Source: an optimization exercise on an open RTL-to-GDS flow (aim: small area, a short achievable clock period and few clock cycles). Production flows keep margins and buffers that such runs may drop. The RTL was checked by simulation tests, not by an equivalence proof against the original design. No activity file was given, so power comes from the tool's default toggle rates.

==> design/flow/design.v <==
module grayscale(
  input clk,
  input rst,
  input en,
  input [23:0] d,
  output reg [7:0] q
  );
wire [11:0] r;
wire [11:0] g;
wire [11:0] b;
assign r = { 4'b0000, d[7:0] };
assign g = { 4'b0000, d[15:8] };
assign b = { 4'b0000, d[23:16]};
wire [11:0] y_r;
wire [11:0] y_g;
wire [11:0] y_b;
assign y_r=(r<<2)+r;
assign y_g = (g<<3) + g;
assign y_b = (b << 1);
wire [11:0] total;
assign total = y_r + y_g + y_b;
always @(posedge rst or posedge clk)begin
  if(rst) q <= 8'b0;
  else begin
    if(en)
      q <= total[11:4];
  end
end
endmodule
module err_dif(clk, rst, ld, en, addr, d, q);
input                             clk;
input                             rst;
input                             ld;      
input                             en;
input  [2:0]                      addr;
input  [8-1:0]      d;
output   [8-1:0]    q;
reg [8+4-1:0] error1, error3, error5, error7;
reg addsub;
reg [8-1:0] q;
reg [8-1:0]   Out_C_pixel,Out_R_pixel,Out_LL_pixel,Out_LC_pixel,Out_LR_pixel;
always @(posedge clk or posedge rst) begin
        if(rst)begin
                Out_C_pixel <= 8'b0;
                Out_R_pixel <= 8'b0;
                Out_LL_pixel <= 8'b0;
                Out_LC_pixel <= 8'b0;
                Out_LR_pixel <= 8'b0;
                error1 <= 12'b0;
                error3 <= 12'b0;
                error5 <= 12'b0;
                error7 <= 12'b0;
                addsub <= 1'b0;
        end
        else if(ld && (en==0))begin
          case(addr)
            3'b000:begin
                   if(d[8-1]==1)begin
                     Out_C_pixel <= 8'd255;
                     error1 <= (12'b111111111111&(8'b11111111-d));
                     error3 <= (12'b111111111111&(8'b11111111-d)*3);
                     error5 <= (12'b111111111111&(8'b11111111-d)*5);
                     error7 <= (12'b111111111111&(8'b11111111-d)*7);
                     addsub <= 1'b1;
                   end
                   else begin
                     Out_C_pixel <= 8'b0;
                     error1 <= (12'b111111111111&d);
                     error3 <= (12'b111111111111&(d*3));
                     error5 <= (12'b111111111111&(d*5));
                     error7 <= (12'b111111111111&(d*7));
                     addsub <= 1'b0;
                   end
                   end
            3'b001:begin
                   if(addsub)begin
                     if(d>error7[11:4])Out_R_pixel<=d-error7[11:4];
                     else Out_R_pixel<=8'b00000000;
                   end
                   else begin
                     if({1'b0,d}+{1'b0,error7[11:4]}<255)Out_R_pixel<=d+error7[11:4];
                     else Out_R_pixel<=8'b11111111;
                   end
                   end
            3'b010:begin
                   if(addsub)begin
                     if(d>error3[11:4])Out_LL_pixel<=d-error3[11:4];
                     else Out_LL_pixel<=8'b00000000;
                   end
                   else begin
                     if({1'b0,d}+{1'b0,error3[11:4]}<255)Out_LL_pixel<=d+error3[11:4];
                     else Out_LL_pixel<=8'b11111111;
                   end
                   end
            3'b011:begin
                   if(addsub)begin
                     if(d>error5[11:4])Out_LC_pixel<=d-error5[11:4];
                     else Out_LC_pixel<=8'b00000000;
                   end
                   else begin
                     if({1'b0,d}+{1'b0,error5[11:4]}<255)Out_LC_pixel<=d+error5[11:4];
                     else Out_LC_pixel<=8'b11111111;
                   end
                   end
            3'b100:begin
                   if(addsub)begin
                     if(d>error1[11:4])Out_LR_pixel<=d-error1[11:4];
                     else Out_LR_pixel<=8'b00000000;
                   end
                   else begin
                     if({1'b0,d}+{1'b0,error1[11:4]}<255)Out_LR_pixel<=d+error1[11:4];
                     else Out_LR_pixel<=8'b11111111;
                   end
                   end
            default:begin
                   end
          endcase
        end
end
always @(*) begin
  case(addr)
    3'b000:q = Out_C_pixel;
    3'b001:q = Out_R_pixel;
    3'b010:q = Out_LL_pixel;
    3'b011:q = Out_LC_pixel;
    3'b100:q = Out_LR_pixel;
    default:q = 8'b0;
  endcase
end
endmodule
module controller(clk,
                  rst,
                  en_in_mem,
                  in_mem_addr,
                  en_gray,
                  mux_sel,
                  en_out_mem,
                  out_mem_read,
                  out_mem_write,
                  out_mem_addr,
                  en_err_dif,
                  ld_err_dif,
                  err_dif_addr,
                  done
                  );
  input         clk;
  input         rst;
  output        en_in_mem;
  output [31:0] in_mem_addr;
  output        en_gray;
  output        mux_sel;
  output        en_out_mem;
  output        out_mem_read;
  output        out_mem_write;
  output [31:0] out_mem_addr;
  output        en_err_dif;
  output        ld_err_dif;
  output [2:0]  err_dif_addr;
  output        done;
  reg           en_in_mem;
  reg [31:0]    in_mem_addr;
  reg           en_gray;
  reg           mux_sel;
  reg           en_out_mem;
  reg           out_mem_read;
  reg           out_mem_write;
  reg [31:0]    out_mem_addr;
  reg           en_err_dif;
  reg           ld_err_dif;
  reg [2:0]     err_dif_addr;
  reg           done;
  reg [3:0] cstate;
  reg [3:0] nstate;
  reg [31:0]  in_mem_addr_next;  
  parameter S_reset = 4'b0000,
          S_in_mem = 4'b0001,
          S_grayscale = 4'b0010,
          S_writeback = 4'b0011,
          S_branch1 = 4'b0100,
          S_FS_read = 4'b0101,
          S_err_dif = 4'b0110,
          S_FS_writeback = 4'b0111,
          S_branch2 = 4'b1000,
          S_done = 4'b1001;
  reg [31:0] Center;
  reg [31:0]  errdif5[4:0];      
  reg [4:0]   inside5;           
  reg [31:0]    dirty;   
  wire          at_right;
  wire          at_left;
  wire          at_top;
always @(posedge clk or posedge rst) begin
    if (rst)
      cstate <= S_reset;
    else
      cstate <= nstate;
end
always @(posedge clk or posedge rst)begin
        if(rst)begin
        in_mem_addr <= 0;
        in_mem_addr_next <= 0;
        end
        else if (cstate == S_writeback)begin
        in_mem_addr_next <= in_mem_addr;
        end
        else if (cstate == S_branch1)begin
        in_mem_addr <= in_mem_addr_next + 1;
        end
end
always @(posedge clk or posedge rst)begin
        if(rst)begin
        err_dif_addr <= 0;
        end
        else if (cstate == S_FS_read)begin
        err_dif_addr <=(err_dif_addr < 4)?(err_dif_addr + 1):0;
        end
        else if (cstate == S_FS_writeback)begin
        err_dif_addr <=(err_dif_addr < 4)?(err_dif_addr + 1):0;
        end
end
always @(posedge clk or posedge rst)begin
        if(rst)begin
        Center <= 479200;  
        end
        else if(cstate == S_branch2)begin
        Center <= ((Center % 800) == 799)?(Center - 1599): Center + 1;   
        end
end
assign at_right = ((Center % 800) == 799);
assign at_left  = ((Center % 800) == 0);
assign at_top   = (Center < 800);
always @(*)begin
        dirty = 799;
        errdif5[0] = Center;
        errdif5[1] = at_right?dirty:(Center+1);
        errdif5[2] = (at_top || at_left)?dirty:(Center - 800 -1) ;
        errdif5[3] = at_top? dirty:(Center -800);
        errdif5[4] = (at_top || at_right)?dirty:(Center -800 +1);
        inside5[0] = 1'b1;
        inside5[1] = !at_right;
        inside5[2] = !(at_top || at_left);
        inside5[3] = !at_top;
        inside5[4] = !(at_top || at_right);
end
always @(*) begin
    en_in_mem = 0;
    en_gray = 0;
    en_out_mem = 0;
    out_mem_read = 0;
    out_mem_write = 0;
    en_err_dif = 0;
    ld_err_dif = 0;
    mux_sel = 0;
    done = 0;
    out_mem_addr = 0;
    nstate = cstate;
    case (cstate)
      S_reset:
      begin
        nstate = S_in_mem;
      end
      S_in_mem:
      begin
        en_in_mem = 1;
        nstate = S_grayscale;
      end
      S_grayscale:
      begin
        en_gray = 1;
        nstate = S_writeback;
      end
      S_writeback:
      begin
        en_out_mem = 1;
        out_mem_write = 1;
        nstate = S_branch1;
        out_mem_addr = in_mem_addr;
      end
      S_branch1:
      begin
        nstate = (in_mem_addr>= 32'd479999)?S_FS_read:S_in_mem;
      end
      S_FS_read:
      begin
        en_in_mem = 1;
        en_out_mem = 1;
        out_mem_read = 1;
        ld_err_dif = 1;
        mux_sel = 1;
        out_mem_addr = errdif5[err_dif_addr];
        nstate = (err_dif_addr == 4)?S_FS_writeback:S_FS_read;
      end
      S_FS_writeback:
      begin
        en_out_mem = inside5[err_dif_addr];
        out_mem_write = inside5[err_dif_addr];
        en_err_dif = 1;
        mux_sel = 1;
        out_mem_addr = errdif5[err_dif_addr];
        nstate = (err_dif_addr ==4)?S_branch2:S_FS_writeback;
      end
      S_branch2:
      begin
        mux_sel = 1;
        nstate = (Center==799)?S_done:S_FS_read;
      end
      S_done:
      begin
        mux_sel = 1;
        done = 1;
        nstate = S_done;
      end
      default:
      begin
        nstate = S_reset;
      end
    endcase
end
endmodule
module top(clk,
           rst,
           done,
           in_mem_data,
           out_mem_data,
           mux_data,
           en_in_mem,
           in_mem_addr,
           en_out_mem,
           out_mem_addr,
           out_mem_read,
           out_mem_write
           );
  input  clk;
  input  rst;
  input  [23:0]  in_mem_data;
  input  [7:0]   out_mem_data;
  output [7:0]   mux_data;
  output         en_in_mem;
  output [31:0]  in_mem_addr;
  output         en_out_mem;
  output [31:0]  out_mem_addr;
  output         out_mem_read;
  output         out_mem_write;
  output done;
  wire [7:0]   gray_data;
  wire [7:0]   err_dif_data;
  wire         en_gray;
  wire         mux_sel;
  wire         en_err_dif;
  wire         ld_err_dif;
  wire [2:0]   err_dif_addr;
  wire         done;
assign mux_data=(mux_sel)?err_dif_data:gray_data;
  grayscale gray(.clk(clk),
                 .rst(rst),
                 .en(en_gray),
                 .d(in_mem_data),
                 .q(gray_data)
                 );
  err_dif ed(.clk(clk),
             .rst(rst),
             .ld(ld_err_dif),
             .en(en_err_dif),
             .addr(err_dif_addr),
             .d(out_mem_data),
             .q(err_dif_data)
             );
  controller ctrl(.clk(clk),
                  .rst(rst),
                  .en_in_mem(en_in_mem),
                  .in_mem_addr(in_mem_addr),
                  .en_gray(en_gray),
                  .mux_sel(mux_sel),
                  .en_out_mem(en_out_mem),
                  .out_mem_read(out_mem_read),
                  .out_mem_write(out_mem_write),
                  .out_mem_addr(out_mem_addr),
                  .en_err_dif(en_err_dif),
                  .ld_err_dif(ld_err_dif),
                  .err_dif_addr(err_dif_addr),
                  .done(done)
                  );
endmodule
==> design/flow/run.sh <==
#!/bin/bash
# synth_recipe.tcl (not shown) runs the flow's synth.tcl, then flattens the netlist and writes it again
# the make line also repeats each setting of config.mk as NAME=value (left out here)
make -C /OpenROAD-flow-scripts/flow DESIGN_CONFIG=/design/flow/config.mk WORK_HOME=/design/flow/orfs CLKGATE_MAP_FILE= SYNTH_SCRIPT=/design/flow/synth_recipe.tcl finish
==> design/flow/config.mk <==
export PLATFORM = sky130hd
export DESIGN_NAME = top
export DESIGN_NICKNAME = top
export VERILOG_FILES = /design/flow/design.v
export SDC_FILE = /design/flow/constraint.sdc
export NUM_CORES = 4
export LEC_CHECK = 0
export CAP_MARGIN = 20
export CORE_MARGIN = 2
export CORE_UTILIZATION = 40
export SLEW_MARGIN = 20
==> design/flow/constraint.sdc <==
create_clock -name core_clock -period 24.0 [get_ports {clk}]
set_input_delay 4.8000 -clock core_clock [delete_from_list [all_inputs] [get_ports {clk}]]
set_output_delay 4.8000 -clock core_clock [all_outputs]
set_load 0.01 [all_outputs]
==> results.tsv <==
metric	value	unit
Peak VDD IR	53.0	uV
Pint	549	uW
worst min path class	flip-flop to flip-flop	
sequential fraction of the synthesis area	18.8	%
WP data arrival	18.53	ns
Max Cap Viol	0	
CP max stage delay	0.78	ns
maximum root-to-sink buffer count	2	
I/O pins	111	
hold_sp	ed.Out_LR_pixel[1]$_DFFE_PP0P_	
Top FF cell, synth	dfrtp_1	
Syn Std Cell Area	0.0223	mm2
initial antenna violation count	0	
logic gate share of total power	27.3	%
switching pwr	270	uW
worst hold margin	0.485	ns
Clock Latency Late Sink	0.47	ns
CTS tree	done	
R2R depth	57	
nets@finish	3208	
CP required	19.20	ns
Sw Share	33.0	%
initial core utilization	40.4	%
chip width	240	um
hold endpoint	ed.Out_LR_pixel[1]$_DFFE_PP0P_	
TritonCTS Buffers	17	
Met2 Routed Length	35.1	mm
Final Setup Violations	0	
Vias	22600	
clock sink total	167	
DP HPWL	54.4	mm
DR WL/cell	19.1	um
Slew Limit Fails	0	
Final Hold Viols	0	
Min Clock Period, post-route	23.33	ns
Yosys reg bits	167	
Slew HR	22.9	%
Core Box Area	0.0551	mm2
reg2reg end	ctrl.Center[22]$_DFFE_PP0N_	
worst slew pin tran	1.15	ns
Pleak	10.6	nW
H-tree levels	4	
CTS hold repair buffers	0	
Worst Setup SP	ctrl.Center[8]$_DFFE_PP1N_	
Top Metal Used	met4	
I/O Buffers	110	
crit path max fanout	22	
clock share of power	36.2	%
synthesized instance count	2988	
sequential power share	36.5	%
Syn Area/Cell	7.45	um2
Yosys cell types	132	
reg2reg start	ctrl.Center[8]$_DFFE_PP1N_	
Post-synth ARST share	100	%
grt total ovfl	0	
Mapped Nets	3185	
r2r setup slk	6.03	ns
Via density	5.99	
Yosys warning count	4	
first-iteration detailed-routing DRC count	1844	
status	no timing/DRC/antenna violations	
Hold Path Stages	2	
final WL	72.1	mm
Tot Pwr	819	uW
pre-CTS setup slack	0.335	ns
M1 wire length	30.9	mm
CTS root buf	clkbuf_16	
Post-DRT Antenna Nets	0	
gr usage total	24.5	%
Critical Setup Path Class	flip-flop to primary output	
global-route wire length before repair	115	mm
Worst setup SP type	flip-flop	
DIE AREA	0.0576	mm2
DIE HEIGHT	240	um
period utilization	97.2	%
Worst path slowest cell	nor4_1	
Setup WS post-layout	0.672	ns
Pwr Density	32.5	mW/mm2
routability cong.	1.01	
Core Rows	86	
CP Capture Type	primary output	
met3 wire len	3.51	mm
residual DRC count	0	
number of enable flip-flop cells after synthesis	0	
area delta synth->final	13.1	%
largest net degree at the start of global routing	64	
setup TNS	0	ns
vias in the first global route	21500	
proportion of layout cells with a drive suffix above 1	9.69	%
clock-pin slew on the worst setup and hold paths	0.08	ns
Clock Skew	0.0152	ns
highest achievable clock rate	0.0429	GHz
Pre-antenna DRT Iters	6	
fin util	45.7	%
worst max-delay path by stage:
stage / cells past startpoint / slack [ns] / to
6_report: 56 / 0.67 / out_mem_addr[0]
2_1_floorplan: 63 / 3.52 / out_mem_addr[25]
3_3_place_gp: 57 / 0.91 / out_mem_addr[23]
4_1_cts: 59 / 0.1 / out_mem_addr[6]
3_5_place_dp: 56 / 0.34 / out_mem_addr[23]
5_1_grt: 60 / -0.20 / out_mem_addr[15]
power by group through the flow:
stage	Sequential [mW]	Clock [mW]	Combinational [mW]
after floorplan	0.302	0	0.162
after global placement	0.304	0	0.221
after detailed placement	0.304	0	0.225
after CTS	0.299	0.301	0.226
after global routing	0.301	0.315	0.253
final	0.299	0.297	0.224
critical path: cells and delay by family (launching register included):
family	cells	cell delay, ns
compound gates	28	7.47
simple gates	19	6.82
mux	6	2.24
buf+inv	2	0.83
flops	1	0.53
xor+xnor	1	0.16
kinds of logic (layout without fill, tap and decap cells):
logic type	count (synthesis)	in the layout	synth area share, %
other	0	1	0
buffers and inverters	314	348	5.65
flip-flops	167	167	18.8
adder cells (fa/ha/maj)	166	166	10.4
AO/OA/AOI/OAI	940	940	28.5
AND/OR/NAND/NOR	1103	1104	24.1
multiplexers	50	50	2.56
XOR/XNOR	248	249	9.92
placed cells by master (no fill, tap or decap), types with 12 or more instances in the layout:
cell type	instances
a21oi_1	233
o21ai_0	171
dfrtp_1	156
nand2_1	329
o22ai_1	18
xnor2_1	167
ha_1	130
o21bai_1	12
o211ai_1	26
or4_1	12
nor2_1	274
mux2_2	19
clkbuf_16	17
nand3_1	93
and3_1	48
nor3_1	84
o221ai_1	19
nand2b_1	28
nor2b_1	20
a22oi_1	16
nor4_1	34
xor2_1	74
fa_1	33
o31ai_1	17
a221oi_1	14
o21a_1	18
buf_4	65
a22o_1	12
or3_1	21
mux2i_1	19
a31oi_1	36
inv_1	128
clkdlybuf4s50_1	110
a211oi_1	31
and2_1	21
nand4_1	27
a21o_1	54
or2_2	23
o21ai_1	72
layout make-up:
type	instances	area, um2
Clock inverter	13	154
Multi-Input combinational cell	2509	17300
Inverter	139	534
Fill cell	5570	29900
Timing Repair Buffer	177	1620
Antenna cell	1	2.50
Clock buffer	19	453
Tap cell	748	936
Sequential cell	167	4190
cells in the mapped netlist, drive strengths merged, types with 39 or more instances:
master	instances	area, um2
xor2	77	689
nor3	92	492
nand2	331	1240
a21oi	242	1240
nor2	283	1080
nor4	46	347
ha	130	1630
xnor2	170	1500
inv	132	495
a21o	55	413
nand3	93	465
a211oi	39	313
dfrtp	156	3900
o21ai	248	1260
buf	43	240
and3	48	300
clkbuf	132	495
repair_timing:
item / CTS / global route
pin swaps: 0 / 13
buffers inserted: 0 / 24
endpoints found under the hold margin: 0 / 0
resized for setup: 3 / 75
cloned: 0 / 2
setup endpoints to repair: 18 / 34
registers in the layout, indices dropped and copies added (netlist names), 4 cells and up:
name,cells
ed.Out_LR_pixel,8
ed.error7,7
ed.Out_LC_pixel,8
ed.Out_LL_pixel,8
ed.Out_R_pixel,8
ctrl.in_mem_addr,32
ed.error3,6
ctrl.in_mem_addr_next,32
ctrl.Center,32
ed.error5,7
gray.q,8
ctrl.cstate,4
metrics by stage:
step	cell area, um2	instances
floorplan	22300	2988
global placement	23900	3714
detailed placement	23900	3714
CTS	24500	3746
global route	25200	3772
finish	25200	3773
metal layers:
| metal | GRT usage [%] | vias up |
|---|---|---|
| met1 | 31.0 | 10800 |
| li1 | - | 10900 |
| met4 | 9.45 | 0 |
| met5 | 0 | - |
| met2 | 42.5 | 779 |
| met3 | 3.05 | 164 |
Testbench counts, summed over its fixed seeds: cycles 28,800,008.

## port drivers added, routing unchanged
Ports are ideal in the flow. The routed layout listed here was re-timed in OpenROAD. Step 1 (the two cells are an assumption about what drives the block):
set clk [get_ports {clk}]
set_driving_cell -lib_cell sky130_fd_sc_hd__clkbuf_16 $clk
set_driving_cell -lib_cell sky130_fd_sc_hd__buf_2 [delete_from_list [all_inputs] $clk]
Step 2 times the ports against the registers' clock, not the clock port: input delays grow and output delays shrink by t, the midpoint of the rising clock arrivals with the driver on. Three values: ideal, step 1, step 2; two values: the first two.
shift t [ns]: 0.523
setup slack, ns: 0.672 / 0.616 / 1.139
slew at the worst register clock pin (ns): 0.09 / 0.09
After both steps setup and hold are still met in this run. For this run, drivers alone change the setup slack by -0.056 ns; drivers and shift together by +0.467 ns.
